This is an optimization exercise on Yosys and OpenROAD, whose aim is small area, a short achievable clock period and few clock cycles, not a production implementation.
RTL that was checked went through simulation tests only; none was proved equivalent to the original.
Only the layout flow was run in run 1; the RTL was not checked for function there.
Power figures rest on the tool's default switching activity, not on a simulated workload.

<file path="design.v">
module PE (
    input  wire        clk,
    input  wire        first,
    input  wire [7:0]  a,
    input  wire [7:0]  b,
    output reg  [15:0] S,
    output reg  [15:0] C,
    output reg  [15:0] H,
    output reg  [1:0]  Q
  );
  wire pp_0_0 = (a[0] & b[0]);
  wire pp_0_1 = (a[0] & b[1]);
  wire pp_0_2 = (a[0] & b[2]);
  wire pp_0_3 = (a[0] & b[3]);
  wire pp_0_4 = (a[0] & b[4]);
  wire pp_0_5 = (a[0] & b[5]);
  wire pp_0_6 = (a[0] & b[6]);
  wire pp_0_7 = ~(a[0] & b[7]);
  wire pp_1_0 = (a[1] & b[0]);
  wire pp_1_1 = (a[1] & b[1]);
  wire pp_1_2 = (a[1] & b[2]);
  wire pp_1_3 = (a[1] & b[3]);
  wire pp_1_4 = (a[1] & b[4]);
  wire pp_1_5 = (a[1] & b[5]);
  wire pp_1_6 = (a[1] & b[6]);
  wire pp_1_7 = ~(a[1] & b[7]);
  wire pp_2_0 = (a[2] & b[0]);
  wire pp_2_1 = (a[2] & b[1]);
  wire pp_2_2 = (a[2] & b[2]);
  wire pp_2_3 = (a[2] & b[3]);
  wire pp_2_4 = (a[2] & b[4]);
  wire pp_2_5 = (a[2] & b[5]);
  wire pp_2_6 = (a[2] & b[6]);
  wire pp_2_7 = ~(a[2] & b[7]);
  wire pp_3_0 = (a[3] & b[0]);
  wire pp_3_1 = (a[3] & b[1]);
  wire pp_3_2 = (a[3] & b[2]);
  wire pp_3_3 = (a[3] & b[3]);
  wire pp_3_4 = (a[3] & b[4]);
  wire pp_3_5 = (a[3] & b[5]);
  wire pp_3_6 = (a[3] & b[6]);
  wire pp_3_7 = ~(a[3] & b[7]);
  wire pp_4_0 = (a[4] & b[0]);
  wire pp_4_1 = (a[4] & b[1]);
  wire pp_4_2 = (a[4] & b[2]);
  wire pp_4_3 = (a[4] & b[3]);
  wire pp_4_4 = (a[4] & b[4]);
  wire pp_4_5 = (a[4] & b[5]);
  wire pp_4_6 = (a[4] & b[6]);
  wire pp_4_7 = ~(a[4] & b[7]);
  wire pp_5_0 = (a[5] & b[0]);
  wire pp_5_1 = (a[5] & b[1]);
  wire pp_5_2 = (a[5] & b[2]);
  wire pp_5_3 = (a[5] & b[3]);
  wire pp_5_4 = (a[5] & b[4]);
  wire pp_5_5 = (a[5] & b[5]);
  wire pp_5_6 = (a[5] & b[6]);
  wire pp_5_7 = ~(a[5] & b[7]);
  wire pp_6_0 = (a[6] & b[0]);
  wire pp_6_1 = (a[6] & b[1]);
  wire pp_6_2 = (a[6] & b[2]);
  wire pp_6_3 = (a[6] & b[3]);
  wire pp_6_4 = (a[6] & b[4]);
  wire pp_6_5 = (a[6] & b[5]);
  wire pp_6_6 = (a[6] & b[6]);
  wire pp_6_7 = ~(a[6] & b[7]);
  wire pp_7_0 = ~(a[7] & b[0]);
  wire pp_7_1 = ~(a[7] & b[1]);
  wire pp_7_2 = ~(a[7] & b[2]);
  wire pp_7_3 = ~(a[7] & b[3]);
  wire pp_7_4 = ~(a[7] & b[4]);
  wire pp_7_5 = ~(a[7] & b[5]);
  wire pp_7_6 = ~(a[7] & b[6]);
  wire pp_7_7 = (a[7] & b[7]);
  wire sg_0 = S[0] & ~first;
  wire cg_0 = C[0] & ~first;
  wire sg_1 = S[1] & ~first;
  wire cg_1 = C[1] & ~first;
  wire sg_2 = S[2] & ~first;
  wire cg_2 = C[2] & ~first;
  wire sg_3 = S[3] & ~first;
  wire cg_3 = C[3] & ~first;
  wire sg_4 = S[4] & ~first;
  wire cg_4 = C[4] & ~first;
  wire sg_5 = S[5] & ~first;
  wire cg_5 = C[5] & ~first;
  wire sg_6 = S[6] & ~first;
  wire cg_6 = C[6] & ~first;
  wire sg_7 = S[7] & ~first;
  wire cg_7 = C[7] & ~first;
  wire sg_8 = S[8] & ~first;
  wire cg_8 = C[8] & ~first;
  wire sg_9 = S[9] & ~first;
  wire cg_9 = C[9] & ~first;
  wire sg_10 = S[10] & ~first;
  wire cg_10 = C[10] & ~first;
  wire sg_11 = S[11] & ~first;
  wire cg_11 = C[11] & ~first;
  wire sg_12 = S[12] & ~first;
  wire cg_12 = C[12] & ~first;
  wire sg_13 = S[13] & ~first;
  wire cg_13 = C[13] & ~first;
  wire sg_14 = S[14] & ~first;
  wire cg_14 = C[14] & ~first;
  wire sg_15 = S[15] & ~first;
  wire cg_15 = C[15] & ~first;
  wire hs_1 = pp_0_7 ^ pp_1_6;
  wire hc_1 = pp_0_7 & pp_1_6;
  wire fs_2 = pp_1_7 ^ pp_2_6 ^ pp_3_5;
  wire fc_2 = (pp_1_7 & pp_2_6) | (pp_1_7 & pp_3_5) | (pp_2_6 & pp_3_5);
  wire hs_3 = pp_0_4 ^ pp_1_3;
  wire hc_3 = pp_0_4 & pp_1_3;
  wire fs_4 = pp_0_5 ^ pp_1_4 ^ pp_2_3;
  wire fc_4 = (pp_0_5 & pp_1_4) | (pp_0_5 & pp_2_3) | (pp_1_4 & pp_2_3);
  wire hs_5 = pp_3_2 ^ pp_4_1;
  wire hc_5 = pp_3_2 & pp_4_1;
  wire fs_6 = pp_0_6 ^ pp_1_5 ^ pp_2_4;
  wire fc_6 = (pp_0_6 & pp_1_5) | (pp_0_6 & pp_2_4) | (pp_1_5 & pp_2_4);
  wire fs_7 = pp_3_3 ^ pp_4_2 ^ pp_5_1;
  wire fc_7 = (pp_3_3 & pp_4_2) | (pp_3_3 & pp_5_1) | (pp_4_2 & pp_5_1);
  wire hs_8 = pp_6_0 ^ sg_6;
  wire hc_8 = pp_6_0 & sg_6;
  wire fs_9 = hs_1 ^ pp_2_5 ^ pp_3_4;
  wire fc_9 = (hs_1 & pp_2_5) | (hs_1 & pp_3_4) | (pp_2_5 & pp_3_4);
  wire fs_10 = pp_4_3 ^ pp_5_2 ^ pp_6_1;
  wire fc_10 = (pp_4_3 & pp_5_2) | (pp_4_3 & pp_6_1) | (pp_5_2 & pp_6_1);
  wire fs_11 = pp_7_0 ^ sg_7 ^ cg_7;
  wire fc_11 = (pp_7_0 & sg_7) | (pp_7_0 & cg_7) | (sg_7 & cg_7);
  wire fs_12 = fs_2 ^ pp_4_4 ^ pp_5_3;
  wire fc_12 = (fs_2 & pp_4_4) | (fs_2 & pp_5_3) | (pp_4_4 & pp_5_3);
  wire fs_13 = pp_6_2 ^ pp_7_1 ^ 1'b1;
  wire fc_13 = (pp_6_2 & pp_7_1) | (pp_6_2 & 1'b1) | (pp_7_1 & 1'b1);
  wire fs_14 = sg_8 ^ cg_8 ^ hc_1;
  wire fc_14 = (sg_8 & cg_8) | (sg_8 & hc_1) | (cg_8 & hc_1);
  wire fs_15 = pp_2_7 ^ pp_3_6 ^ pp_4_5;
  wire fc_15 = (pp_2_7 & pp_3_6) | (pp_2_7 & pp_4_5) | (pp_3_6 & pp_4_5);
  wire fs_16 = pp_5_4 ^ pp_6_3 ^ pp_7_2;
  wire fc_16 = (pp_5_4 & pp_6_3) | (pp_5_4 & pp_7_2) | (pp_6_3 & pp_7_2);
  wire fs_17 = sg_9 ^ cg_9 ^ fc_2;
  wire fc_17 = (sg_9 & cg_9) | (sg_9 & fc_2) | (cg_9 & fc_2);
  wire fs_18 = pp_3_7 ^ pp_4_6 ^ pp_5_5;
  wire fc_18 = (pp_3_7 & pp_4_6) | (pp_3_7 & pp_5_5) | (pp_4_6 & pp_5_5);
  wire fs_19 = pp_6_4 ^ pp_7_3 ^ sg_10;
  wire fc_19 = (pp_6_4 & pp_7_3) | (pp_6_4 & sg_10) | (pp_7_3 & sg_10);
  wire fs_20 = pp_4_7 ^ pp_5_6 ^ pp_6_5;
  wire fc_20 = (pp_4_7 & pp_5_6) | (pp_4_7 & pp_6_5) | (pp_5_6 & pp_6_5);
  wire hs_21 = pp_0_2 ^ pp_1_1;
  wire hc_21 = pp_0_2 & pp_1_1;
  wire fs_22 = pp_0_3 ^ pp_1_2 ^ pp_2_1;
  wire fc_22 = (pp_0_3 & pp_1_2) | (pp_0_3 & pp_2_1) | (pp_1_2 & pp_2_1);
  wire hs_23 = pp_3_0 ^ sg_3;
  wire hc_23 = pp_3_0 & sg_3;
  wire fs_24 = hs_3 ^ pp_2_2 ^ pp_3_1;
  wire fc_24 = (hs_3 & pp_2_2) | (hs_3 & pp_3_1) | (pp_2_2 & pp_3_1);
  wire fs_25 = pp_4_0 ^ sg_4 ^ cg_4;
  wire fc_25 = (pp_4_0 & sg_4) | (pp_4_0 & cg_4) | (sg_4 & cg_4);
  wire fs_26 = fs_4 ^ hs_5 ^ pp_5_0;
  wire fc_26 = (fs_4 & hs_5) | (fs_4 & pp_5_0) | (hs_5 & pp_5_0);
  wire fs_27 = sg_5 ^ cg_5 ^ hc_3;
  wire fc_27 = (sg_5 & cg_5) | (sg_5 & hc_3) | (cg_5 & hc_3);
  wire fs_28 = fs_6 ^ fs_7 ^ hs_8;
  wire fc_28 = (fs_6 & fs_7) | (fs_6 & hs_8) | (fs_7 & hs_8);
  wire fs_29 = cg_6 ^ fc_4 ^ hc_5;
  wire fc_29 = (cg_6 & fc_4) | (cg_6 & hc_5) | (fc_4 & hc_5);
  wire fs_30 = fs_9 ^ fs_10 ^ fs_11;
  wire fc_30 = (fs_9 & fs_10) | (fs_9 & fs_11) | (fs_10 & fs_11);
  wire fs_31 = fc_6 ^ fc_7 ^ hc_8;
  wire fc_31 = (fc_6 & fc_7) | (fc_6 & hc_8) | (fc_7 & hc_8);
  wire fs_32 = fs_12 ^ fs_13 ^ fs_14;
  wire fc_32 = (fs_12 & fs_13) | (fs_12 & fs_14) | (fs_13 & fs_14);
  wire fs_33 = fc_9 ^ fc_10 ^ fc_11;
  wire fc_33 = (fc_9 & fc_10) | (fc_9 & fc_11) | (fc_10 & fc_11);
  wire fs_34 = fs_15 ^ fs_16 ^ fs_17;
  wire fc_34 = (fs_15 & fs_16) | (fs_15 & fs_17) | (fs_16 & fs_17);
  wire fs_35 = fc_12 ^ fc_13 ^ fc_14;
  wire fc_35 = (fc_12 & fc_13) | (fc_12 & fc_14) | (fc_13 & fc_14);
  wire fs_36 = fs_18 ^ fs_19 ^ cg_10;
  wire fc_36 = (fs_18 & fs_19) | (fs_18 & cg_10) | (fs_19 & cg_10);
  wire fs_37 = fc_15 ^ fc_16 ^ fc_17;
  wire fc_37 = (fc_15 & fc_16) | (fc_15 & fc_17) | (fc_16 & fc_17);
  wire fs_38 = fs_20 ^ pp_7_4 ^ sg_11;
  wire fc_38 = (fs_20 & pp_7_4) | (fs_20 & sg_11) | (pp_7_4 & sg_11);
  wire fs_39 = cg_11 ^ fc_18 ^ fc_19;
  wire fc_39 = (cg_11 & fc_18) | (cg_11 & fc_19) | (fc_18 & fc_19);
  wire fs_40 = pp_5_7 ^ pp_6_6 ^ pp_7_5;
  wire fc_40 = (pp_5_7 & pp_6_6) | (pp_5_7 & pp_7_5) | (pp_6_6 & pp_7_5);
  wire fs_41 = sg_12 ^ cg_12 ^ fc_20;
  wire fc_41 = (sg_12 & cg_12) | (sg_12 & fc_20) | (cg_12 & fc_20);
  wire fs_42 = pp_6_7 ^ pp_7_6 ^ sg_13;
  wire fc_42 = (pp_6_7 & pp_7_6) | (pp_6_7 & sg_13) | (pp_7_6 & sg_13);
  wire hs_43 = pp_0_1 ^ pp_1_0;
  wire hc_43 = pp_0_1 & pp_1_0;
  wire fs_44 = hs_21 ^ pp_2_0 ^ sg_2;
  wire fc_44 = (hs_21 & pp_2_0) | (hs_21 & sg_2) | (pp_2_0 & sg_2);
  wire fs_45 = fs_22 ^ hs_23 ^ cg_3;
  wire fc_45 = (fs_22 & hs_23) | (fs_22 & cg_3) | (hs_23 & cg_3);
  wire fs_46 = fs_24 ^ fs_25 ^ fc_22;
  wire fc_46 = (fs_24 & fs_25) | (fs_24 & fc_22) | (fs_25 & fc_22);
  wire fs_47 = fs_26 ^ fs_27 ^ fc_24;
  wire fc_47 = (fs_26 & fs_27) | (fs_26 & fc_24) | (fs_27 & fc_24);
  wire fs_48 = fs_28 ^ fs_29 ^ fc_26;
  wire fc_48 = (fs_28 & fs_29) | (fs_28 & fc_26) | (fs_29 & fc_26);
  wire fs_49 = fs_30 ^ fs_31 ^ fc_28;
  wire fc_49 = (fs_30 & fs_31) | (fs_30 & fc_28) | (fs_31 & fc_28);
  wire fs_50 = fs_32 ^ fs_33 ^ fc_30;
  wire fc_50 = (fs_32 & fs_33) | (fs_32 & fc_30) | (fs_33 & fc_30);
  wire fs_51 = fs_34 ^ fs_35 ^ fc_32;
  wire fc_51 = (fs_34 & fs_35) | (fs_34 & fc_32) | (fs_35 & fc_32);
  wire fs_52 = fs_36 ^ fs_37 ^ fc_34;
  wire fc_52 = (fs_36 & fs_37) | (fs_36 & fc_34) | (fs_37 & fc_34);
  wire fs_53 = fs_38 ^ fs_39 ^ fc_36;
  wire fc_53 = (fs_38 & fs_39) | (fs_38 & fc_36) | (fs_39 & fc_36);
  wire fs_54 = fs_40 ^ fs_41 ^ fc_38;
  wire fc_54 = (fs_40 & fs_41) | (fs_40 & fc_38) | (fs_41 & fc_38);
  wire fs_55 = fs_42 ^ cg_13 ^ fc_40;
  wire fc_55 = (fs_42 & cg_13) | (fs_42 & fc_40) | (cg_13 & fc_40);
  wire fs_56 = pp_7_7 ^ sg_14 ^ cg_14;
  wire fc_56 = (pp_7_7 & sg_14) | (pp_7_7 & cg_14) | (sg_14 & cg_14);
  wire hs_57 = 1'b1 ^ sg_15;
  wire hc_57 = 1'b1 & sg_15;
  wire hs_58 = pp_0_0 ^ sg_0;
  wire hc_58 = pp_0_0 & sg_0;
  wire fs_59 = hs_43 ^ sg_1 ^ cg_1;
  wire fc_59 = (hs_43 & sg_1) | (hs_43 & cg_1) | (sg_1 & cg_1);
  wire fs_60 = fs_44 ^ cg_2 ^ hc_43;
  wire fc_60 = (fs_44 & cg_2) | (fs_44 & hc_43) | (cg_2 & hc_43);
  wire fs_61 = fs_45 ^ hc_21 ^ fc_44;
  wire fc_61 = (fs_45 & hc_21) | (fs_45 & fc_44) | (hc_21 & fc_44);
  wire fs_62 = fs_46 ^ hc_23 ^ fc_45;
  wire fc_62 = (fs_46 & hc_23) | (fs_46 & fc_45) | (hc_23 & fc_45);
  wire fs_63 = fs_47 ^ fc_25 ^ fc_46;
  wire fc_63 = (fs_47 & fc_25) | (fs_47 & fc_46) | (fc_25 & fc_46);
  wire fs_64 = fs_48 ^ fc_27 ^ fc_47;
  wire fc_64 = (fs_48 & fc_27) | (fs_48 & fc_47) | (fc_27 & fc_47);
  wire fs_65 = fs_49 ^ fc_29 ^ fc_48;
  wire fc_65 = (fs_49 & fc_29) | (fs_49 & fc_48) | (fc_29 & fc_48);
  wire fs_66 = fs_50 ^ fc_31 ^ fc_49;
  wire fc_66 = (fs_50 & fc_31) | (fs_50 & fc_49) | (fc_31 & fc_49);
  wire fs_67 = fs_51 ^ fc_33 ^ fc_50;
  wire fc_67 = (fs_51 & fc_33) | (fs_51 & fc_50) | (fc_33 & fc_50);
  wire fs_68 = fs_52 ^ fc_35 ^ fc_51;
  wire fc_68 = (fs_52 & fc_35) | (fs_52 & fc_51) | (fc_35 & fc_51);
  wire fs_69 = fs_53 ^ fc_37 ^ fc_52;
  wire fc_69 = (fs_53 & fc_37) | (fs_53 & fc_52) | (fc_37 & fc_52);
  wire fs_70 = fs_54 ^ fc_39 ^ fc_53;
  wire fc_70 = (fs_54 & fc_39) | (fs_54 & fc_53) | (fc_39 & fc_53);
  wire fs_71 = fs_55 ^ fc_41 ^ fc_54;
  wire fc_71 = (fs_55 & fc_41) | (fs_55 & fc_54) | (fc_41 & fc_54);
  wire fs_72 = fs_56 ^ fc_42 ^ fc_55;
  wire fc_72 = (fs_56 & fc_42) | (fs_56 & fc_55) | (fc_42 & fc_55);
  wire fs_73 = hs_57 ^ cg_15 ^ fc_56;
  wire fc_73 = (hs_57 & cg_15) | (hs_57 & fc_56) | (cg_15 & fc_56);
  always @(posedge clk)
  begin
    S[0] <= hs_58;
    C[0] <= cg_0;
    S[1] <= fs_59;
    C[1] <= hc_58;
    S[2] <= fs_60;
    C[2] <= fc_59;
    S[3] <= fs_61;
    C[3] <= fc_60;
    S[4] <= fs_62;
    C[4] <= fc_61;
    S[5] <= fs_63;
    C[5] <= fc_62;
    S[6] <= fs_64;
    C[6] <= fc_63;
    S[7] <= fs_65;
    C[7] <= fc_64;
    S[8] <= fs_66;
    C[8] <= fc_65;
    S[9] <= fs_67;
    C[9] <= fc_66;
    S[10] <= fs_68;
    C[10] <= fc_67;
    S[11] <= fs_69;
    C[11] <= fc_68;
    S[12] <= fs_70;
    C[12] <= fc_69;
    S[13] <= fs_71;
    C[13] <= fc_70;
    S[14] <= fs_72;
    C[14] <= fc_71;
    S[15] <= fs_73;
    C[15] <= fc_72;
    Q <= {fc_73, hc_57};
    H <= first ? 16'd0 : H + {15'd0, Q[0]} + {15'd0, Q[1]} - 16'd1;
  end
endmodule
module systolic_array_4x8 (
  input  wire         clk,
  input  wire         first,
  input  wire [31:0]  a_bus,    
  input  wire [63:0]  b_bus,    
  input  wire [2:0]   wsel,     
  output reg  [127:0] c_row
  );
  wire [15:0] S [0:31];
  wire [15:0] C [0:31];
  wire [15:0] H [0:31];
  wire [1:0]  Q [0:31];
  genvar r, c;
  generate
    for (r = 0; r < 4; r = r + 1) begin : g_row
      for (c = 0; c < 8; c = c + 1) begin : g_col
        PE pe (.clk(clk), .first(first),
               .a(a_bus[31-8*r -: 8]), .b(b_bus[63-8*c -: 8]),
               .S(S[r*8+c]), .C(C[r*8+c]), .H(H[r*8+c]), .Q(Q[r*8+c]));
      end
    end
  endgenerate
  integer j;
  reg [4:0]  n;
  reg [15:0] hq;
  always @*
  begin
    c_row = 128'd0;
    for (j = 0; j < 4; j = j + 1)
    begin
      n  = {wsel, j[1:0]};
      hq = {15'd0, Q[n][0]} + {15'd0, Q[n][1]} - 16'd1;
      c_row[127-32*j -: 32] = {H[n], S[n]} + {16'd0, C[n]} + {hq, 16'd0};
    end
  end
endmodule
module TPU(
    input         clk,
    input         rst_n,
    input         in_valid,
    input  [15:0] K,
    input  [7:0]  M,
    input  [7:0]  N,
    output reg    busy,
    output        A_wr_en,
    output [15:0] A_index,
    output [31:0] A_data_in,
    input  [31:0] A_data_out,
    output        B_wr_en,
    output [15:0] B_index0,
    output [15:0] B_index1,
    output [31:0] B_data_in,
    input  [31:0] B_data_out0,
    input  [31:0] B_data_out1,
    output        C_wr_en,
    output [15:0] C_index,
    output [127:0] C_data_in,
    input  [127:0] C_data_out
  );
  assign A_wr_en   = 1'b0;
  assign B_wr_en   = 1'b0;
  assign A_data_in = 32'd0;
  assign B_data_in = 32'd0;
  wire [7:0]  M_s = {M[7:1], M[0] | ~|M[7:1]};
  wire [7:0]  N_s = {N[7:1], N[0] | ~|N[7:1]};
  wire [15:0] K_s = {K[15:1], K[0] | ~|K[15:1]};
  reg [7:0]  Mr, Nr;
  reg [15:0] Kr;
  reg [7:0]  blkN;         
  reg [15:0] Kp1, K1m;     
  reg        run;          
  reg [15:0] krem;         
  reg [2:0]  bub;          
  reg        tfirst;       
  reg        jfirst;       
  reg        newcol;       
  reg [7:0]  i_rm, i_cn;   
  reg [15:0] a_idx, b_idx0, b_idx1;
  reg        v0, f0, l0;
  reg [7:0]  mask0;
  assign A_index  = a_idx;
  assign B_index0 = b_idx0;
  assign B_index1 = b_idx1;
  wire [2:0] i_mq1 = (i_rm >= 8'd4) ? 3'd3 : (i_rm[2:0] - 3'd1);    
  wire       i_h2  = (i_cn > 8'd4);
  wire [2:0] i_w1  = i_h2 ? {i_mq1[1:0], 1'b1} : i_mq1;              
  wire [7:0] i_mask;
  genvar gi;
  generate
    for (gi = 0; gi < 8; gi = gi + 1) begin : g_mask
      assign i_mask[7-gi] = (i_cn > gi);
    end
  endgenerate
  wire        slot    = run && (bub == 3'd0);
  wire        lastk   = (krem == 16'd1);
  wire [15:0] b_step  = tfirst ? (newcol ? Kp1 : K1m) : 16'd1;
  always @(posedge clk)
  begin
    if (slot)
    begin
      if (jfirst)
      begin
        a_idx  <= 16'd0;
        b_idx0 <= 16'd0;
        b_idx1 <= Kr;
      end
      else
      begin
        a_idx  <= (tfirst && newcol) ? 16'd0 : a_idx + 16'd1;
        b_idx0 <= b_idx0 + b_step;
        b_idx1 <= b_idx1 + b_step;
      end
      mask0 <= i_mask;
    end
  end
  always @(posedge clk or negedge rst_n)
  begin
    if (!rst_n)
    begin
      run <= 1'b0;
      krem <= 16'd0;
      bub <= 3'd0;
      tfirst <= 1'b0;
      jfirst <= 1'b0;
      newcol <= 1'b0;
      i_rm <= 8'd0;
      i_cn <= 8'd0;
      v0 <= 1'b0;
      f0 <= 1'b0;
      l0 <= 1'b0;
    end
    else
    begin
      v0 <= slot;
      f0 <= slot && tfirst;
      l0 <= slot && lastk;
      if (in_valid && !busy)
      begin
        run    <= 1'b1;
        krem   <= K_s;
        bub    <= 3'd0;
        tfirst <= 1'b1;
        jfirst <= 1'b1;
        newcol <= 1'b1;
        i_rm   <= M_s;
        i_cn   <= N_s;
      end
      else if (run)
      begin
        if (bub != 3'd0)
          bub <= bub - 3'd1;
        else
        begin
          tfirst <= 1'b0;
          jfirst <= 1'b0;
          if (lastk)
          begin
            krem   <= Kr;
            tfirst <= 1'b1;
            bub    <= i_w1;
            if (i_rm > 8'd4)
            begin
              i_rm   <= i_rm - 8'd4;
              newcol <= 1'b0;
            end
            else
            begin
              i_rm   <= Mr;
              i_cn   <= i_cn - 8'd8;
              newcol <= 1'b1;
              if (i_cn <= 8'd8)
                run <= 1'b0;
            end
          end
          else
            krem <= krem - 16'd1;
        end
      end
    end
  end
  reg [31:0] a_reg;
  reg [63:0] b_reg;
  reg        f1, l1;
  integer j;
  always @(posedge clk)
  begin
    a_reg <= A_data_out;
    for (j = 0; j < 4; j = j + 1)
    begin
      b_reg[63-8*j -: 8] <= (v0 && mask0[7-j]) ? B_data_out0[31-8*j -: 8] : 8'd0;
      b_reg[31-8*j -: 8] <= (v0 && mask0[3-j]) ? B_data_out1[31-8*j -: 8] : 8'd0;
    end
  end
  always @(posedge clk or negedge rst_n)
  begin
    if (!rst_n)
    begin
      f1 <= 1'b0;
      l1 <= 1'b0;
    end
    else
    begin
      f1 <= f0;
      l1 <= l0;
    end
  end
  reg  [2:0]   wsel;
  wire [127:0] c_row;
  systolic_array_4x8 SA (
    .clk  (clk),
    .first(f1),
    .a_bus(a_reg),
    .b_bus(b_reg),
    .wsel (wsel),
    .c_row(c_row)
  );
  reg         w_act;        
  reg  [1:0]  w_r;
  reg         w_h;
  reg  [15:0] w_ptr;        
  reg  [7:0]  w_colbase;    
  reg  [7:0]  w_rm, w_cn;
  reg         fin;
  reg         c_wr_en_r;
  reg  [15:0] c_idx_r;
  reg  [127:0] c_din_r;
  assign C_wr_en   = c_wr_en_r;
  assign C_index   = c_idx_r;
  assign C_data_in = c_din_r;
  wire w_h2     = (w_cn > 8'd4);
  wire w_rowend = !w_h2 || w_h;
  wire w_last_r = (w_r == 2'd3) || ((w_rm <= 8'd4) && ({6'd0, w_r} + 8'd1 == w_rm));
  always @*
    wsel = {w_r, w_h};
  always @(posedge clk)
  begin
    c_din_r <= c_row;
    c_idx_r <= w_ptr + {15'd0, w_h};
  end
  always @(posedge clk or negedge rst_n)
  begin
    if (!rst_n)
    begin
      busy <= 1'b0;
      Mr <= 8'd0;
      Nr <= 8'd0;
      Kr <= 16'd0;
      blkN <= 8'd0;
      Kp1 <= 16'd0;
      K1m <= 16'd0;
      w_act <= 1'b0;
      w_r <= 2'd0;
      w_h <= 1'b0;
      w_ptr <= 16'd0;
      w_colbase <= 8'd0;
      w_rm <= 8'd0;
      w_cn <= 8'd0;
      fin <= 1'b0;
      c_wr_en_r <= 1'b0;
    end
    else
    begin
      blkN <= (Nr + 8'd3) >> 2;
      Kp1  <= Kr + 16'd1;
      K1m  <= 16'd1 - Kr;
      c_wr_en_r <= w_act;
      fin <= 1'b0;
      if (in_valid && !busy)
      begin
        busy <= 1'b1;
        Mr <= M_s;
        Nr <= N_s;
        Kr <= K_s;
        w_ptr <= 16'd0;
        w_colbase <= 8'd0;
        w_rm <= M_s;
        w_cn <= N_s;
      end
      else if (fin)
        busy <= 1'b0;
      if (w_act)
      begin
        if (!w_rowend)
          w_h <= 1'b1;
        else
        begin
          w_h <= 1'b0;
          if (!w_last_r)
          begin
            w_r   <= w_r + 2'd1;
            w_ptr <= w_ptr + {8'd0, blkN};
          end
          else
          begin
            w_act <= 1'b0;
            if (w_rm > 8'd4)
            begin
              w_rm  <= w_rm - 8'd4;
              w_ptr <= w_ptr + {8'd0, blkN};
            end
            else
            begin
              w_rm <= Mr;
              w_cn <= w_cn - 8'd8;
              w_colbase <= w_colbase + 8'd2;
              w_ptr <= {8'd0, w_colbase} + 16'd2;
              if (w_cn <= 8'd8)
                fin <= 1'b1;
            end
          end
        end
      end
      if (l1)
      begin
        w_act <= 1'b1;
        w_r   <= 2'd0;
        w_h   <= 1'b0;
      end
    end
  end
endmodule
</file>
<file path="config.mk">
export PLATFORM = sky130hd
export DESIGN_NAME = TPU
export DESIGN_NICKNAME = TPU
export VERILOG_FILES = /design/flow/design.v
export SDC_FILE = /design/flow/constraint.sdc
export NUM_CORES = 4
export LEC_CHECK = 0
export CAP_MARGIN = 20
export CORE_MARGIN = 2
export CORE_UTILIZATION = 40
export SLEW_MARGIN = 20
</file>
<file path="constraint.sdc">
create_clock -name core_clock -period 10.0 [get_ports {clk}]
set_input_delay 2.0000 -clock core_clock [delete_from_list [all_inputs] [get_ports {clk}]]
set_output_delay 2.0000 -clock core_clock [all_outputs]
set_load 0.01 [all_outputs]
</file>
<file path="run.sh">
#!/bin/bash
# synth_recipe.tcl (not shown) runs the flow's synth.tcl, then flattens the netlist and writes it again
# the make line also repeats each setting of config.mk as NAME=value (left out here)
make -C /OpenROAD-flow-scripts/flow DESIGN_CONFIG=/design/flow/config.mk WORK_HOME=/design/flow/orfs CLKGATE_MAP_FILE= SYNTH_SCRIPT=/design/flow/synth_recipe.tcl finish
</file>
==> results of run 1 <==
power by group:
group | switching [W] | internal [W] | total [W]
combinational | 0.0191 | 0.0154 | 0.0345
sequential | 0.00277 | 0.0124 | 0.0151
clock | 0.00420 | 0.00607 | 0.0103
total | 0.0261 | 0.0338 | 0.0599
how the worst min path moves through the flow:
stage                     from  to
after floorplan             f0  f1
after global placement      l0  l1
after detailed placement    l0  l1
after CTS                   l0  l1
after global routing        l0  l1
final                       l0  l1
cells in the mapped netlist (160+ instances only):
cell type,instances
inv_1,2410
fa_1,2055
dfxtp_1,1840
and2_1,1320
nand2_1,1257
ha_1,984
nor2_1,927
clkbuf_1,828
nor2b_1,772
a21oi_1,603
nand2b_1,504
o21ai_0,415
xnor2_1,309
xor2_1,234
nor3_1,233
mux2i_1,193
a31oi_1,178
and3_1,171
dfrtp_1,160
routing by layer:
metal,vias to the layer above,GRT usage
li1,54100,-
met1,59100,0.333
met2,3854,0.390
met3,921,0.0504
met4,38,0.102
met5,-,0
logic make-up after synthesis:
kind of cell | Yosys count
other cells | 1
xor+xnor | 543
mux | 322
compound gates | 2218
flops | 2056
simple gates | 5521
fa+ha+maj | 3039
buf+inv | 3371
final cells by class:
type / count / area [sq um] / share of cell area
multi-input cells: 11700 / 106000 / 0.594
clock inverters: 108 / 1280 / 0.00717
repair buffers: 506 / 4750 / 0.0266
clock buffers: 375 / 7920 / 0.0444
diodes: 36 / 90.1 / 0.000505
inverters: 2412 / 9070 / 0.0508
flip-flops and latches: 2056 / 42700 / 0.239
well taps: 5287 / 6620 / 0.0371
metrics by stage:
step / total power, W / hold WS (ns) / setup slack (ns) / cells / utilization
floorplan: 0.0400 / 0.331 / 5.46 / 17100 / -
global placement: 0.0486 / 0.334 / 2.97 / 22000 / 0.421
detailed placement: 0.0494 / 0.336 / 2.97 / 22000 / 0.421
CTS: 0.0602 / 0.349 / 2.92 / 22500 / 0.444
global route: 0.0661 / 0.362 / 2.62 / 22500 / 0.444
finish: 0.0599 / 0.347 / 2.68 / 22500 / 0.444
worst reg2reg max path, delay by kind of cell (launching register included):
kind,cells,cell delay (ns)
AOI/OAI and AO/OA,9,2.76
and+or+nand+nor,4,2.08
DFF,1,0.85
buffers and inverters,2,0.76
adders and majority gates,2,0.63
xor gates and xnor gates,1,0.12
==> flow_metrics.tcl, run 1 <==
set metrics [dict create \
    status "no timing/DRC/antenna violations" \
    antenna_found_initial 52 \
    routed-via-count 118000 \
    critPathBufInv 2 \
    gp_congestion 0.888 \
    reg2reg_to "c_din_r[95]" \
    grt_max_degree 209 \
    synth_cell_type_count 91 \
    crit_end "c_din_r[95]" \
    layout_commonest_cell "inv_1" \
    synthArstFlopShare 0.0778 \
    final_antenna_net_count 0 \
    ctsHoldBuffers 0 \
    path_clk_slew_ns 0.06 \
    mappedNetlistArea_sq_um 161000 \
    synthCells 17100 \
    cts_htree_levels 5 \
    hold_depth 0 \
    maxCapViolCount 0 \
    criticalPathCategory "reg -> reg" \
    synth_edf_count 56 \
    slew_viol_final 0 \
    crit_arrival_ns 8.14 \
    synth-compound-area-share 0.0901 \
    start_kind "register" \
    std_cell_rows 233 \
    final_cell_mix "2408 x inv_1, 2055 x fa_1, 1777 x dfxtp_1" \
    start_util 0.401 \
    ys_seq_elements 2056 \
    clockBufferDepth 4 \
    power-per-cell-area_nw_per_um2 336 \
    cp_cell_sequence "nand2_1 > nor2_4 > buf_4 > a22oi_1 > o21ai_0 > o22ai_1 > ha_1 > inv_1 > ha_1 > nand2_1 > nor2_1 > o211ai_1 > a311oi_1 > o21ai_1 > a311oi_2 > a211o_1 > a21oi_1 > xnor2_1" \
    cpPeakStageDelay_ns 1.00 \
    avgViaCountPerCell 5.24 \
    die_y_microns 639 \
    clock_skew_ns 0.0691 \
    synth_fa_ha_area_frac 0.332 \
    cts_sinks 2056 \
    period_needed_ns 7.32 \
    worstSetupStartpoint "w_r[0]" \
    endpoint_kind "register" \
    r2r_setup_slack_ns 2.68 \
    synth_mux_area_frac 0.0261 \
    largest_registers "SA.g_row.g_col.pe.C: 512 flops, SA.g_row.g_col.pe.H: 512 flops, SA.g_row.g_col.pe.S: 512 flops" \
    fin_setup_tns_ns 0 \
    io_buffers 324 \
    crit_fanout 31 \
    routed_wl_microns 505000 \
    timing.fmax_ghz 0.137 \
    worst_ep_required_time_ns 10.82 \
    clk_latency_ns 0.95 \
    irDropWorstVdd_mv 0.163 \
    synth_top_family_by_area "adder cells" \
    route.met2.wl_microns 226000 \
    drive_gt1_frac 0.0556 \
    area_growth_syn_to_layout_pct 10.8 \
    rr_worst_depth 18 \
    drc 0 \
    nFillCells 38600 \
    yosys.area.top_type_share 0.255 \
    detail_route.iter0.violations 8646 \
    synth.top_cells.by_area "fa_1 26%, dfxtp_1 23%, ha_1 7.6%, inv_1 5.6%, and2_1 5.1%" \
    post_drt_wl_per_cell_microns 22.5 \
    yosys.area_share.simple 0.178 \
    ys_warn_count 3 \
    max-slew-margin-rel 0.156 \
    fin_area_sq_um 178000 \
    postCtsSetupBuffers 0 \
    dr.max_layer_used "met5" \
    grt_overflow 0 \
    die_w_microns 639 \
    drt_pass1_iterations 6 \
    syn_avg_cell_area_sq_um 9.43 \
    slowest_stage "a311oi_1" \
    p_leak_nw 82.2 \
    met3_length_microns 39300 \
    cts_resized 0 \
    worst_pin_slew_ns 1.26 \
    ys_seq_area_frac 0.264 \
    min_path_type "reg -> reg" \
    fin_crit_sh 0.732 \
    num-nets-final 20300 \
    dp_hpwl_microns 354000 \
    rsz0062_at_grt "false" \
    die_area_sq_um 408000 \
    grt_pass1_vias 122000 \
    tritoncts "built" \
    critical-path-top-delay-family "compound AO/OA/AOI/OAI gates" \
    cts_buffers 274 \
    setup_viol 0 \
    hold_viol 0 \
    grtUsageTotal 0.248 \
    synthFlopType "dfxtp_1" \
    cts_root_buf "clkbuf_16" \
    drt-met1-wl_microns 216000 \
    cp.depth 18 \
    grt_pass1_wl_microns 766000 \
    io_pins 519 \
    core_area_sq_um 402000 \
    synth_top_area_cell "fa_1" \
    r2r-start "w_r[0]" \
    placed_area_sq_um 169000 \
    synth_xor_area_frac 0.0295 \
]
==> run 2, diff against run 1 <==
--- a/design.v
+++ b/design.v
@@ -312,4 +312,17 @@
   endgenerate
+  reg [15:0] rS [0:3];
+  reg [15:0] rC [0:3];
+  reg [15:0] rH [0:3];
+  reg [1:0]  rQ [0:3];
   integer j;
-  reg [4:0]  n;
+  always @(posedge clk)
+  begin
+    for (j = 0; j < 4; j = j + 1)
+    begin
+      rS[j] <= S[{wsel, j[1:0]}];
+      rC[j] <= C[{wsel, j[1:0]}];
+      rH[j] <= H[{wsel, j[1:0]}];
+      rQ[j] <= Q[{wsel, j[1:0]}];
+    end
+  end
   reg [15:0] hq;
@@ -320,5 +333,4 @@
     begin
-      n  = {wsel, j[1:0]};
-      hq = {15'd0, Q[n][0]} + {15'd0, Q[n][1]} - 16'd1;
-      c_row[127-32*j -: 32] = {H[n], S[n]} + {16'd0, C[n]} + {hq, 16'd0};
+      hq = {15'd0, rQ[j][0]} + {15'd0, rQ[j][1]} - 16'd1;
+      c_row[127-32*j -: 32] = {rH[j], rS[j]} + {16'd0, rC[j]} + {hq, 16'd0};
     end
@@ -506,2 +518,5 @@
   );
+  reg  [7:0]  t_rm, t_cn;   
+  reg  [15:0] t_base;       
+  reg  [7:0]  t_colbase;    
   reg         w_act;        
@@ -509,6 +524,9 @@
   reg         w_h;
+  reg  [2:0]  w_left;       
+  reg         w_H;          
+  reg         w_final;      
   reg  [15:0] w_ptr;        
-  reg  [7:0]  w_colbase;    
-  reg  [7:0]  w_rm, w_cn;
-  reg         fin;
+  reg         fin, fin_d;
+  reg         w_act_d;
+  reg  [15:0] w_idx_d;
   reg         c_wr_en_r;
@@ -519,5 +537,6 @@
   assign C_data_in = c_din_r;
-  wire w_h2     = (w_cn > 8'd4);
-  wire w_rowend = !w_h2 || w_h;
-  wire w_last_r = (w_r == 2'd3) || ((w_rm <= 8'd4) && ({6'd0, w_r} + 8'd1 == w_rm));
+  wire       t_lrb = (t_rm <= 8'd4);        
+  wire       t_lcp = (t_cn <= 8'd8);        
+  wire       t_H   = (t_cn > 8'd4);
+  wire [2:0] t_mq  = t_lrb ? t_rm[2:0] : 3'd4;
   always @*
@@ -527,3 +546,4 @@
     c_din_r <= c_row;
-    c_idx_r <= w_ptr + {15'd0, w_h};
+    w_idx_d <= w_ptr + {15'd0, w_h};
+    c_idx_r <= w_idx_d;
   end
@@ -540,2 +560,6 @@
       K1m <= 16'd0;
+      t_rm <= 8'd0;
+      t_cn <= 8'd0;
+      t_base <= 16'd0;
+      t_colbase <= 8'd0;
       w_act <= 1'b0;
@@ -543,7 +567,9 @@
       w_h <= 1'b0;
+      w_left <= 3'd0;
+      w_H <= 1'b0;
+      w_final <= 1'b0;
       w_ptr <= 16'd0;
-      w_colbase <= 8'd0;
-      w_rm <= 8'd0;
-      w_cn <= 8'd0;
       fin <= 1'b0;
+      fin_d <= 1'b0;
+      w_act_d <= 1'b0;
       c_wr_en_r <= 1'b0;
@@ -555,4 +581,6 @@
       K1m  <= 16'd1 - Kr;
-      c_wr_en_r <= w_act;
+      w_act_d <= w_act;
+      c_wr_en_r <= w_act_d;
       fin <= 1'b0;
+      fin_d <= fin;
       if (in_valid && !busy)
@@ -563,8 +591,8 @@
         Kr <= K_s;
-        w_ptr <= 16'd0;
-        w_colbase <= 8'd0;
-        w_rm <= M_s;
-        w_cn <= N_s;
+        t_rm <= M_s;
+        t_cn <= N_s;
+        t_base <= 16'd0;
+        t_colbase <= 8'd0;
       end
-      else if (fin)
+      else if (fin_d)
         busy <= 1'b0;
@@ -572,3 +600,10 @@
       begin
-        if (!w_rowend)
+        if (w_left == 3'd1)
+        begin
+          w_act <= 1'b0;
+          if (w_final)
+            fin <= 1'b1;
+        end
+        w_left <= w_left - 3'd1;
+        if (w_H && !w_h)
           w_h <= 1'b1;
@@ -576,26 +611,5 @@
         begin
-          w_h <= 1'b0;
-          if (!w_last_r)
-          begin
-            w_r   <= w_r + 2'd1;
-            w_ptr <= w_ptr + {8'd0, blkN};
-          end
-          else
-          begin
-            w_act <= 1'b0;
-            if (w_rm > 8'd4)
-            begin
-              w_rm  <= w_rm - 8'd4;
-              w_ptr <= w_ptr + {8'd0, blkN};
-            end
-            else
-            begin
-              w_rm <= Mr;
-              w_cn <= w_cn - 8'd8;
-              w_colbase <= w_colbase + 8'd2;
-              w_ptr <= {8'd0, w_colbase} + 16'd2;
-              if (w_cn <= 8'd8)
-                fin <= 1'b1;
-            end
-          end
+          w_h   <= 1'b0;
+          w_r   <= w_r + 2'd1;
+          w_ptr <= w_ptr + {8'd0, blkN};
         end
@@ -604,5 +618,21 @@
       begin
-        w_act <= 1'b1;
-        w_r   <= 2'd0;
-        w_h   <= 1'b0;
+        w_act   <= 1'b1;
+        w_r     <= 2'd0;
+        w_h     <= 1'b0;
+        w_left  <= t_H ? {t_mq[1:0], 1'b0} : t_mq;
+        w_H     <= t_H;
+        w_final <= t_lrb && t_lcp;
+        w_ptr   <= t_base;
+        if (t_lrb)
+        begin
+          t_rm      <= Mr;
+          t_cn      <= t_cn - 8'd8;
+          t_colbase <= t_colbase + 8'd2;
+          t_base    <= {8'd0, t_colbase} + 16'd2;
+        end
+        else
+        begin
+          t_rm   <= t_rm - 8'd4;
+          t_base <= t_base + {6'd0, blkN, 2'b00};
+        end
       end
==> run 2 against run 1 <==
Still clean. Die area grew 3.1%. Flip-flop and latch count grew 239. First-iteration DRC count grew 7.3%. Largest power group unchanged.
==> flow_metrics.tcl, run 2 <==
set metrics [dict create \
    status "no timing/DRC/antenna violations" \
    r2r_setup_slack_ns 5.26 \
    ctsHoldBuffers 0 \
    avgViaCountPerCell 5.18 \
    endpoint_kind "register" \
    ys_seq_elements 2295 \
    p_sw_frac 0.430 \
    postCtsSetupBuffers 0 \
    fin_ws_ns 5.26 \
    cts_sinks 2295 \
    final_util 0.447 \
    io_buffers 324 \
    yosys.area.top_type_share 0.248 \
    ys_warn_count 11 \
    fin_crit_sh 0.474 \
    die_w_microns 648 \
    power-per-cell-area_nw_per_um2 336 \
    crit_arrival_ns 5.58 \
    hold_viol 0 \
    grt_pass1_vias 123000 \
    cts_htree_levels 5 \
    grt_pass1_wl_microns 785000 \
    nFillCells 39700 \
    min_path_type "reg -> reg" \
    routed_wl_microns 521000 \
    grt_max_degree 218 \
    final_cell_mix "2608 x inv_1, 2056 x fa_1, 2005 x dfxtp_1" \
    fin_setup_tns_ns 0 \
    layout_commonest_cell "inv_1" \
    die_y_microns 648 \
    mappedNetlistArea_sq_um 166000 \
    pwr-share-clk 0.181 \
    ys_seq_area_frac 0.286 \
    p_seq_frac 0.262 \
    combinationalPowerShare 0.557 \
    synthMostInstantiatedCell "inv_1" \
    io_pins 519 \
    synthFlopType "dfxtp_1" \
    yosys.area_share.simple 0.166 \
    clockBufferDepth 4 \
    synth_mux_area_frac 0.0215 \
    drive_gt1_frac 0.0507 \
    layoutNonFillerInstCount 23300 \
    num-nets-final 20800 \
    dpl_worst_slack_ns 5.44 \
    maxCapViolCount 0 \
    max-slew-margin-rel 0.114 \
    clock_skew_ns 0.0554 \
    die_area_sq_um 420000 \
    synth_fa_ha_area_frac 0.323 \
    worst_pin_slew_ns 1.32 \
    area_growth_syn_to_layout_pct 11.1 \
    synth_xor_area_frac 0.0328 \
    std_cell_rows 236 \
    synthArstFlopShare 0.0797 \
    post_drt_wl_per_cell_microns 22.4 \
    drc 0 \
    setup_viol 0 \
    p_leak_nw 83.8 \
    tritoncts "built" \
    core_area_sq_um 413000 \
    gp_congestion 0.876 \
    dpl.cell_count 22700 \
    cts_root_buf "clkbuf_16" \
    r2r-start "w_h" \
    largest_registers "SA.g_row.g_col.pe.C: 512 flops, SA.g_row.g_col.pe.H: 512 flops, SA.g_row.g_col.pe.S: 512 flops" \
    irDropWorstVdd_mv 0.141 \
    cts_resized 0 \
    slew_viol_final 0 \
    cts_buffers 293 \
    rsz0062_at_grt "false" \
    worstSetupStartpoint "w_h" \
    synthCells 17600 \
    syn_avg_cell_area_sq_um 9.43 \
    synth-compound-area-share 0.0886 \
    synth.top_cells.by_area "dfxtp_1 25%, fa_1 25%, ha_1 7.5%, inv_1 5.9%, and2_1 4.4%" \
    routed-via-count 121000 \
    worst_ep_required_time_ns 10.84 \
    period_needed_ns 4.74 \
    dp_hpwl_microns 357000 \
    final_antenna_net_count 0 \
    synth_top_area_cell "dfxtp_1" \
    synth_top_family_by_area "adder cells" \
    drt_pass1_iterations 6 \
    criticalPathCategory "reg -> reg" \
    hold_slack_ns 0.325 \
    detail_route.iter0.violations 9278 \
    start_kind "register" \
    antenna_found_initial 52 \
    grt_overflow 0 \
    start_util 0.402 \
    synthTopCellsByCount "2609 x inv_1, 2056 x dfxtp_1, 2056 x fa_1" \
    p_switching_w 0.0266 \
    synth_cell_type_count 85 \
    holdCritStartpoint "w_idx_d[2]" \
    grtUsageTotal 0.248 \
    crit_fanout 32 \
    timing.fmax_ghz 0.211 \
    path_clk_slew_ns 0.06 \
    clk_latency_ns 0.98 \
    p_int_w 0.0354 \
    synth_edf_count 56 \
]
-- run 2: cell types whose count changed after synthesis, sizes merged, moves of 51 or more --
cell    previous run  this run
nor2             928      1138
inv             2412      2610
nand3            158        61
nor3             234       165
xor2             234       286
a31oi            178       125
o21ai            442       565
and3             171       119
and2            1321      1159
nand2b           504       645
nor2b            772       659
or2               57         6
nand2           1257      1419
dfxtp           1840      2056
-- run 2: cells by family after synthesis --
kind of cell             after synthesis
flip-flops                          2295
multiplexers                         298
other                                  1
buffers and inverters               3577
AO/OA/AOI/OAI                       2299
adder cells (fa/ha/maj)             3051
AND/OR/NAND/NOR                     5471
XOR/XNOR                             622
-- run 2: through the flow --
stage / area, sq um / total power, W
after floorplan: 166000 / 0.0411
after detailed placement: 174000 / 0.0507
after global placement: 174000 / 0.0498
after CTS: 184000 / 0.0624
after global routing: 185000 / 0.0684
final: 185000 / 0.0620
-- run 2: final timing paths --
check                                to  cells past startpoint
hold / removal               c_idx_r[2]                      0
hold reg to reg              c_idx_r[2]                      0
min in group asynchronous     w_ptr[12]                      1
max in group asynchronous        K1m[0]                      2
setup / recovery           SA.rC[2][10]                      9
setup reg to reg           SA.rC[2][10]                      9
-- run 2: power by group through the flow --
stage	logic [W]	clock network, W	registers, W
2_1_floorplan	0.0257	0	0.0154
3_3_place_gp	0.0334	0	0.0164
3_5_place_dp	0.0342	0	0.0164
4_1_cts	0.0346	0.0115	0.0163
5_1_grt	0.0399	0.0118	0.0167
6_report	0.0345	0.0112	0.0163
-- run 2: cell type report --
class / count / area [sq um] / area share
sequential: 2295 / 47600 / 0.258
inverter: 2612 / 9820 / 0.0532
timing repair buffer: 502 / 4720 / 0.0256
antenna: 61 / 153 / 0.000827
tap: 5474 / 6850 / 0.0371
multi-input combinational: 11800 / 105000 / 0.571
clock buffer: 403 / 8530 / 0.0462
clock inverter: 124 / 1520 / 0.00822
-- run 2: worst max-delay path, stage by stage (launching register included) --
cell      delay [ns]
dfrtp_4         0.70
inv_8           0.31
buf_4           0.67
nand2_2         0.31
buf_4           0.39
nor2_4          0.58
buf_4           0.71
a22o_1          0.23
a221oi_1        0.08
a31oi_1         0.33
-- run 2: routing by layer --
layer	vias up	global-route usage	part of all wire
li1	55200	-	-
met1	60200	0.334	0.43
met2	4370	0.391	0.45
met3	916	0.0554	0.085
met4	34	0.0866	0.040
met5	-	0	0.00039
Testbench counts of run 2, summed over its fixed seeds: cycles 577,824.

static timing again, ports no longer ideal:
How much do the figures lean on ideal ports? The routed layouts below were timed once more, with nothing changed but the port constraints. Step 1: set_driving_cell puts a clkbuf_16 on clk and a buf_2 on each other input, an assumption about the parent block. Step 2, shift: input delay + t, output delay - t, t = (earliest + latest rising clock arrival at the registers) / 2. This alone moves slack from input paths to output paths. a / b / c = no drivers / after step 1 / after step 2; a / b = the first two.
run	t (ns)	setup WS [ns]	worst setup path at the end
run 1	1.032	2.683 / 2.683 / 2.683	register to register
run 2	1.061	5.256 / 5.256 / 5.256	register to register
After both steps every run listed still meets setup and hold.
